This is an optimization exercise on Yosys and OpenROAD, whose aim is small area, a short achievable clock period and few clock cycles, not a production implementation. Where RTL was checked, it was by simulation tests only, not by an equivalence proof against the original.

==> flow/design.v <==
`timescale 1ns / 1ps
module Top_002(CLK,RST,MEM_ADDR,MEM_RDATA,MEM_WDATA,MEM_WE,HALTED);
	input CLK,RST;
	input [15:0]MEM_RDATA;
	output [7:0]MEM_ADDR;
	output [15:0]MEM_WDATA;
	output MEM_WE;
	output reg HALTED;
	reg [7:0]  MAR;
	reg [15:0] ACC, BR, R;
	reg        Z;
	reg [3:0]  op;                  
	reg        pv;                  
	reg        isF, isO, isI;
	reg        WE;
	reg [3:0]  cnt;
	reg        negq;                
	assign MEM_ADDR  = MAR;
	assign MEM_WDATA = ACC;
	assign MEM_WE    = WE;
	wire o_ld  = (op == 4'h2);
	wire o_add = (op == 4'h3);
	wire o_sub = (op == 4'h4);
	wire o_mpy = (op == 4'h8);
	wire o_div = (op == 4'h9);
	wire o_and = (op == 4'hA);
	wire o_or  = (op == 4'hB);
	wire o_not = (op == 4'hC);
	wire o_shr = (op == 4'hD);
	wire o_shl = (op == 4'hE);
	wire md     = o_mpy | o_div;
	wire isdiv  = op[0];
	wire minv   = isdiv ? ~BR[15] : negq;      
	wire do_neg = ~isI & (isO ? (md & ACC[15]) : (o_div & negq));
	wire selA   = ~isI & (o_add | o_sub | o_shl |
	                      (isO & md & ~ACC[15]) | (~isO & o_div & ~negq));
	wire selR   = ~isI & ~isO & o_mpy;
	wire selBB  = isI | o_ld | o_add | o_sub | o_or | o_not;
	wire selBA  = ~isI & (o_shl | do_neg);
	wire inv    = isI ? minv : (o_sub | o_not | do_neg);
	wire cin    = isI ? minv : (o_sub | do_neg);
	wire [15:0] eA = {16{selA}} | (BR & {16{o_and}}) | (~BR & {16{o_or}});
	wire [15:0] X = (ACC & eA) | (R & {16{selR}}) |
	                ({R[14:0], isdiv & ACC[15]} & {16{isI}}) |
	                ({1'b0, ACC[15:1]} & {16{o_shr}});
	wire [15:0] Y = ((BR & {16{selBB}}) | (ACC & {16{selBA}})) ^ {16{inv}};
	wire [16:0] sum = {1'b0, X} + {1'b0, Y} + {16'h0, cin};
	wire        cout = sum[16];
	wire bz   = (BR == 16'h0);
	wire div0 = o_div & bz;
	wire [15:0] res = sum[15:0] | {16{div0 & ~isO}};
	wire zn = pv ? (res == 16'h0) : Z;
	wire takes = isdiv ? cout : ACC[15];    
	wire sml  = (res[15:4] == 12'h0);
	wire zro  = sml & (res[3:0] == 4'h0);
	wire nrm  = isO & sml;
	reg [3:0] top;
	reg [3:0] ncnt;
	always @(*) begin
		if (res[3])      begin top = res[3:0];         ncnt = 4'd12; end
		else if (res[2]) begin top = {res[2:0], 1'b0}; ncnt = 4'd13; end
		else if (res[1]) begin top = {res[1:0], 2'b0}; ncnt = 4'd14; end
		else             begin top = {res[0], 3'b0};   ncnt = 4'd15; end
	end
	wire [15:0] nacc = {nrm ? top : res[15:12], res[11:0] & {12{~nrm}}};
	wire [3:0] d = MEM_RDATA[11:8];
	wire [7:0] a = MEM_RDATA[7:0];
	wire [7:0] pc1 = MAR + 8'd1;
	wire i_st  = ~d[3] & ~d[2] & ~d[1] & d[0];         
	wire i_hlt = ~d[3] & d[2] & d[1] & d[0];           
	wire i_shx = d[3] & d[2] & (d[1] | d[0]);          
	wire i_opO = (~d[2] & ~i_st) | (d[2] & ~d[1] & ~d[0]);    
	wire i_stF = d[2] & (d[1] ^ d[0]);                 
	wire maj  = (d[3] & d[1]) | (d[3] & d[0]) | (d[1] & d[0]);
	wire nad  = d[2] & (maj | (d[0] & zn));
	wire last = (cnt == 4'd15) | bz;    
	wire bigd = BR[15] ? (BR[14:12] != 3'b111) : (BR[14:12] != 3'b000);
	wire skip = isdiv & bigd & (cnt == 4'd0);
	wire endO = isO & (~md | zro);      
	always @(posedge CLK or posedge RST) begin
		if (RST) begin
			MAR <= 8'h0; ACC <= 16'h0; Z <= 1'b0; pv <= 1'b0;
			isF <= 1'b1; isO <= 1'b0; isI <= 1'b0;
			WE <= 1'b0; HALTED <= 1'b0;
		end else begin
			isF <= (isF & i_stF) | endO | WE | (isI & last);
			isO <= isF & i_opO;
			isI <= (isO & md & ~zro) | (isI & ~last);
			WE  <= isF & i_st;
			pv  <= (isF & i_shx) | endO | (isI & last);
			if (isF & i_hlt) HALTED <= 1'b1;
			if (isF & ~nad)
				MAR <= a;
			else if (isF)
				MAR <= pc1;
			else if (~isI)
				MAR <= BR[7:0];
			if (isF & pv) Z <= zn;
			if ((isF & pv) | (isO & md))
				ACC <= nacc;
			else if (isI)
				ACC <= skip ? {ACC[3:0], 12'h0} : {ACC[14:0], cout};
		end
	end
	always @(posedge CLK) begin
		if (isF) op <= d;
		if (isF | isO) BR <= {MEM_RDATA[15:8], isF ? pc1 : MEM_RDATA[7:0]};
		R <= {16{isI}} & (skip ? {4'h0, ACC[15:4]} : (takes ? sum[15:0] : X));
		cnt <= isO ? (sml ? ncnt : 4'd0) : (skip ? 4'd12 : cnt + 4'd1);
		if (isO) begin
			negq <= ACC[15] ^ (op[0] & MEM_RDATA[15]);
		end
	end
endmodule
clock: 31.0 ns
lec_check: 0
cap_margin: 20
core_margin: 2
core_utilization: 58
slew_margin: 20
synth_memory_max_bits: 8192
standard.sh (not shown) runs the stock make flow with config.mk's settings and CLKGATE_MAP_FILE= SYNTH_SCRIPT=/design/flow/synth_recipe.tcl, a recipe that flattens the netlist after the stock synthesis.
==> flow/flow/run.sh <==
#!/bin/bash
# Layout flow: the standard flow (standard.sh: ORFS synthesis to final
# layout, unchanged), run with
#  - a setup-slack margin, so that ORFS's repair_timing sizes the design for
#    a period shorter than the design's;
#  - small port buffers (every port still gets its buffer); repair_timing
#    upsizes the ones on critical paths;
export SETUP_SLACK_MARGIN=${MARGIN:-23.75}
export BUFFER_PORTS_ARGS="-buffer_cell sky130_fd_sc_hd__buf_1"
export CTS_ARGS="-sink_clustering_enable -repair_clock_nets -dont_use_dummy_load -sink_clustering_size 30 -sink_clustering_max_diameter 60 -buf_list {sky130_fd_sc_hd__clkbuf_4 sky130_fd_sc_hd__clkbuf_8}"
bash standard.sh > standard.log 2>&1
The first run went through all stages and came out clean.
Next try:
--- a/flow/design.v
+++ b/flow/design.v
@@ -72,12 +72,10 @@
 	wire i_opO = (~d[2] & ~i_st) | (d[2] & ~d[1] & ~d[0]);    
 	wire i_stF = d[2] & (d[1] ^ d[0]);                 
 	wire maj  = (d[3] & d[1]) | (d[3] & d[0]) | (d[1] & d[0]);
 	wire nad  = d[2] & (maj | (d[0] & zn));
 	wire last = (cnt == 4'd15) | bz;    
-	wire bigd = BR[15] ? (BR[14:12] != 3'b111) : (BR[14:12] != 3'b000);
-	wire skip = isdiv & bigd & (cnt == 4'd0);
 	wire endO = isO & (~md | zro);      
 	always @(posedge CLK or posedge RST) begin
 		if (RST) begin
 			MAR <= 8'h0; ACC <= 16'h0; Z <= 1'b0; pv <= 1'b0;
 			isF <= 1'b1; isO <= 1'b0; isI <= 1'b0;
@@ -97,18 +95,18 @@
 				MAR <= BR[7:0];
 			if (isF & pv) Z <= zn;
 			if ((isF & pv) | (isO & md))
 				ACC <= nacc;
 			else if (isI)
-				ACC <= skip ? {ACC[3:0], 12'h0} : {ACC[14:0], cout};
+				ACC <= {ACC[14:0], cout};
 		end
 	end
 	always @(posedge CLK) begin
 		if (isF) op <= d;
 		if (isF | isO) BR <= {MEM_RDATA[15:8], isF ? pc1 : MEM_RDATA[7:0]};
-		R <= {16{isI}} & (skip ? {4'h0, ACC[15:4]} : (takes ? sum[15:0] : X));
-		cnt <= isO ? (sml ? ncnt : 4'd0) : (skip ? 4'd12 : cnt + 4'd1);
+		R <= {16{isI}} & (takes ? sum[15:0] : X);
+		cnt <= isO ? (sml ? ncnt : 4'd0) : cnt + 4'd1;
 		if (isO) begin
 			negq <= ACC[15] ^ (op[0] & MEM_RDATA[15]);
 		end
 	end
 endmodule
After rerunning: Utilization came out higher by 0.35 points. Via count came out lower by 9.2%. Fmax stays flat. Global-route usage came out lower by 2.7 points. Die area came out lower by 4.2%. Sequential share of layout area came out higher by 1.1 points.
Testbench counts after the change, summed over its fixed seeds: cycles 251,751.
The RTL of the first run of this note was laid out without a check of its function.

========
Top_002, a different RTL version from the one above (not shown whole).
Size: about 710 cells after synthesis, roughly 80 flip-flops, about 44 I/O pins.
==> module Top_002, before the edit <==
module Top_002(CLK,RST,MEM_ADDR,MEM_RDATA,MEM_WDATA,MEM_WE,HALTED);
	input CLK,RST;
	input [15:0]MEM_RDATA;
	output [7:0]MEM_ADDR;
	output [15:0]MEM_WDATA;
	output MEM_WE;
	output reg HALTED;
	reg [7:0]  PC, MAR;
	reg [15:0] ACC, BR, R;
	reg        Z;
	reg [3:0]  op;                  
	reg        pv;                  
	reg        isF, isO, isI;
	reg        WE;
	reg [3:0]  cnt;
	reg        negq;                
	assign MEM_ADDR  = MAR;
	assign MEM_WDATA = ACC;
	assign MEM_WE    = WE;
	wire o_ld  = (op == 4'h2);
	wire o_add = (op == 4'h3);
	wire o_sub = (op == 4'h4);
	wire o_mpy = (op == 4'h8);
	wire o_div = (op == 4'h9);
	wire o_and = (op == 4'hA);
	wire o_or  = (op == 4'hB);
	wire o_not = (op == 4'hC);
	wire o_shr = (op == 4'hD);
	wire o_shl = (op == 4'hE);
	wire isdiv  = op[0];
	wire dinv   = isdiv & ~BR[15];
	wire do_neg = ~isI & o_div & (isO ? ACC[15] : negq);
	wire selA   = ~isI & (o_add | o_sub | o_and | o_or | o_shl | (o_div & ~do_neg) | (isO & o_mpy));
	wire selR   = ~isI & ~isO & o_mpy;
	wire selBB  = isI | o_ld | o_add | o_sub | o_and | o_or | o_not;
	wire selBA  = ~isI & (o_shl | do_neg);
	wire inv    = isI ? dinv : (o_sub | o_not | do_neg);
	wire cin    = isI ? dinv : (o_sub | do_neg);
	wire [15:0] X = (ACC & {16{selA}}) | (R & {16{selR}}) |
	                ({R[14:0], isdiv & ACC[15]} & {16{isI}});
	wire [15:0] Y = ((BR & {16{selBB}}) | (ACC & {16{selBA}})) ^ {16{inv}};
	wire [15:0] p = X ^ Y;
	wire [15:0] g = X & Y;
	wire [16:0] sum = {1'b0, X} + {1'b0, Y} + {16'h0, cin};
	wire        cout = sum[16];
	wire div0 = o_div & (BR == 16'h0);
	wire [15:0] res = o_and ? g :
	                  o_or  ? (g | p) :
	                  o_shr ? {1'b0, ACC[15:1]} :
	                  (sum[15:0] | {16{div0 & ~isO}});
	wire zn = pv ? (res == 16'h0) : Z;
	wire takes = isdiv ? cout : ACC[15];    
	wire sml = (res[15:4] == 12'h0);
	reg [15:0] nacc;
	reg [3:0]  ncnt;
	always @(*) begin
		nacc = res; ncnt = 4'd0;
		if (sml) begin
			if (res[3])      begin nacc = {res[3:0], 12'h0}; ncnt = 4'd12; end
			else if (res[2]) begin nacc = {res[2:0], 13'h0}; ncnt = 4'd13; end
			else if (res[1]) begin nacc = {res[1:0], 14'h0}; ncnt = 4'd14; end
			else             begin nacc = {res[0], 15'h0};   ncnt = 4'd15; end
		end
	end
	wire zro = sml & (res[3:0] == 4'h0);
	wire [3:0] d = MEM_RDATA[11:8];
	wire [7:0] a = MEM_RDATA[7:0];
	wire [7:0] pc1 = PC + 8'd1;
	wire jump = ~d[3] & d[2] & ((d[1] & ~d[0]) | (~d[1] & d[0] & ~zn));
	wire opnd = (d == 4'h1) | (d == 4'h2) | (d == 4'h3) | (d == 4'h4) |
	            (d[3] & ~(d[2] & (d[1] | d[0])));
	always @(posedge CLK or posedge RST) begin
		if (RST) begin
			PC <= 8'h0; MAR <= 8'h0; ACC <= 16'h0; Z <= 1'b0; pv <= 1'b0;
			isF <= 1'b1; isO <= 1'b0; isI <= 1'b0;
			WE <= 1'b0; HALTED <= 1'b0;
		end else begin
			if (isF) begin
				if (pv) begin
					ACC <= res;
					Z <= zn;
				end
				pv <= 1'b0;
				PC <= jump ? a : pc1;
				MAR <= (jump | opnd) ? a : pc1;
				case (d)
					4'h1: begin isF <= 1'b0; WE <= 1'b1; end
					4'h5, 4'h6: ;
					4'h7: begin isF <= 1'b0; HALTED <= 1'b1; end
					4'hD, 4'hE: pv <= 1'b1;
					default: begin isF <= 1'b0; isO <= 1'b1; end
				endcase
			end else
				MAR <= PC;
			if (isO) begin
				isO <= 1'b0;
				if ((o_mpy | o_div) & ~zro) begin
					isI <= 1'b1;
				end else begin
					isF <= 1'b1;
					pv <= 1'b1;
				end
				if (o_mpy | o_div)
					ACC <= nacc;
			end
			if (WE) begin
				WE <= 1'b0; isF <= 1'b1;
			end
			if (isI) begin
				ACC <= {ACC[14:0], cout};
				if (cnt == 4'd15) begin
					isI <= 1'b0; isF <= 1'b1; pv <= 1'b1;
				end
			end
		end
	end
	always @(posedge CLK) begin
		if (isF) op <= d;
		if (isO) BR <= MEM_RDATA;
		if (isO) begin
			R <= 16'h0;
			cnt <= ncnt;
			negq <= ACC[15] ^ MEM_RDATA[15];
		end
		if (isI) begin
			R <= takes ? sum[15:0] : X;
			cnt <= cnt + 4'd1;
		end
	end
endmodule
Settings: LEC_CHECK=0, CAP_MARGIN=20, CORE_MARGIN=2, CORE_UTILIZATION=40, SLEW_MARGIN=20, SYNTH_MEMORY_MAX_BITS=8192; clock period 31.0 ns.
run.sh (not shown) runs the stock make flow with config.mk's settings and CLKGATE_MAP_FILE= SYNTH_SCRIPT=/design/flow/synth_recipe.tcl, a recipe that flattens the netlist after the stock synthesis.
Stock flow here: none of the scripts above is used.
==> next run, changes <==
--- a/flow/design.v
+++ b/flow/design.v
@@ -3,22 +3,22 @@
 	input CLK,RST;
 	input [15:0]MEM_RDATA;
 	output [7:0]MEM_ADDR;
 	output [15:0]MEM_WDATA;
 	output MEM_WE;
 	output reg HALTED;
-	reg [7:0]  PC, MAR;
+	reg [7:0]  PC;
 	reg [15:0] ACC, BR, R;
 	reg        Z;
 	reg [3:0]  op;                  
 	reg        pv;                  
 	reg        isF, isO, isI;
 	reg        WE;
 	reg [3:0]  cnt;
 	reg        negq;                
-	assign MEM_ADDR  = MAR;
+	assign MEM_ADDR  = isF ? PC : BR[7:0];
 	assign MEM_WDATA = ACC;
 	assign MEM_WE    = WE;
 	wire o_ld  = (op == 4'h2);
 	wire o_add = (op == 4'h3);
 	wire o_sub = (op == 4'h4);
 	wire o_mpy = (op == 4'h8);
@@ -62,40 +62,34 @@
 			else if (res[1]) begin nacc = {res[1:0], 14'h0}; ncnt = 4'd14; end
 			else             begin nacc = {res[0], 15'h0};   ncnt = 4'd15; end
 		end
 	end
 	wire zro = sml & (res[3:0] == 4'h0);
 	wire [3:0] d = MEM_RDATA[11:8];
-	wire [7:0] a = MEM_RDATA[7:0];
 	wire [7:0] pc1 = PC + 8'd1;
-	wire jump = ~d[3] & d[2] & ((d[1] & ~d[0]) | (~d[1] & d[0] & ~zn));
-	wire opnd = (d == 4'h1) | (d == 4'h2) | (d == 4'h3) | (d == 4'h4) |
-	            (d[3] & ~(d[2] & (d[1] | d[0])));
 	always @(posedge CLK or posedge RST) begin
 		if (RST) begin
-			PC <= 8'h0; MAR <= 8'h0; ACC <= 16'h0; Z <= 1'b0; pv <= 1'b0;
+			PC <= 8'h0; ACC <= 16'h0; Z <= 1'b0; pv <= 1'b0;
 			isF <= 1'b1; isO <= 1'b0; isI <= 1'b0;
 			WE <= 1'b0; HALTED <= 1'b0;
 		end else begin
 			if (isF) begin
 				if (pv) begin
 					ACC <= res;
 					Z <= zn;
 				end
 				pv <= 1'b0;
-				PC <= jump ? a : pc1;
-				MAR <= (jump | opnd) ? a : pc1;
 				case (d)
-					4'h1: begin isF <= 1'b0; WE <= 1'b1; end
-					4'h5, 4'h6: ;
+					4'h1: begin isF <= 1'b0; WE <= 1'b1; PC <= pc1; end
+					4'h5: PC <= zn ? pc1 : MEM_RDATA[7:0];
+					4'h6: PC <= MEM_RDATA[7:0];
 					4'h7: begin isF <= 1'b0; HALTED <= 1'b1; end
-					4'hD, 4'hE: pv <= 1'b1;
-					default: begin isF <= 1'b0; isO <= 1'b1; end
+					4'hD, 4'hE: begin pv <= 1'b1; PC <= pc1; end
+					default: begin isF <= 1'b0; isO <= 1'b1; PC <= pc1; end
 				endcase
-			end else
-				MAR <= PC;
+			end
 			if (isO) begin
 				isO <= 1'b0;
 				if ((o_mpy | o_div) & ~zro) begin
 					isI <= 1'b1;
 				end else begin
 					isF <= 1'b1;
@@ -114,13 +108,13 @@
 				end
 			end
 		end
 	end
 	always @(posedge CLK) begin
 		if (isF) op <= d;
-		if (isO) BR <= MEM_RDATA;
+		if (isF | isO) BR <= MEM_RDATA;
 		if (isO) begin
 			R <= 16'h0;
 			cnt <= ncnt;
 			negq <= ACC[15] ^ MEM_RDATA[15];
 		end
 		if (isI) begin
Outcome: The changed run produced a clean layout. Global-route usage increases by 0.36 points. Clock-buffer cell count rises by 2. Fmax rose by 1.7%. Core utilization went down by 0.61 points. Die area grows by 2.3%. Hold slack loses 0.0058 ns. Cell count increases by 6.7%. Worst setup slack improves by 0.14 ns. Clock skew barely changes. Non-clock buffer count came out lower by 2.
No functional check of the RTL was part of any run of this note.

[afterwards: timing with drivers on the ports]
The results above use ideal ports. As a check the final layouts listed here were re-extracted and re-timed, cells and wires unchanged.
Step 1: set_driving_cell puts a clkbuf_16 on CLK and a buf_2 on each other input, an assumption about the parent block.
Step 2 moves the port delays by t, midway between the first and last clock arrival at a register: inputs arrive t later, outputs are due t later. That takes back most of the time a late clock gives input paths.
Slacks: ideal ports / drivers / drivers and shift; pairs: ideal ports / drivers.
run | shift t [ns] | slack for setup (ns) | latest minus earliest clock arrival (ns) | slew at the worst register clock pin (ns) | worst data-port slew with drivers (ns)
the first run of note 1 | 0.381 | 23.786 / 23.750 / 23.504 | 0.027 / 0.027 | 0.08 / 0.08 | 0.03
the second run of note 1 | 0.374 | 23.795 / 23.760 / 23.444 | 0.019 / 0.019 | 0.08 / 0.08 | 0.03
the first run of note 2 | 0.394 | 22.585 / 22.606 / 22.212 | 0.009 / 0.008 | 0.07 / 0.07 | 0.04
the second run of note 2 | 0.389 | 22.724 / 22.682 / 22.424 | 0.011 / 0.011 | 0.07 / 0.07 | 0.03
After both steps every run listed still meets setup and hold. For the first run of note 2, which loses most, drivers alone change the setup slack by +0.021 ns; drivers and shift together by -0.373 ns.
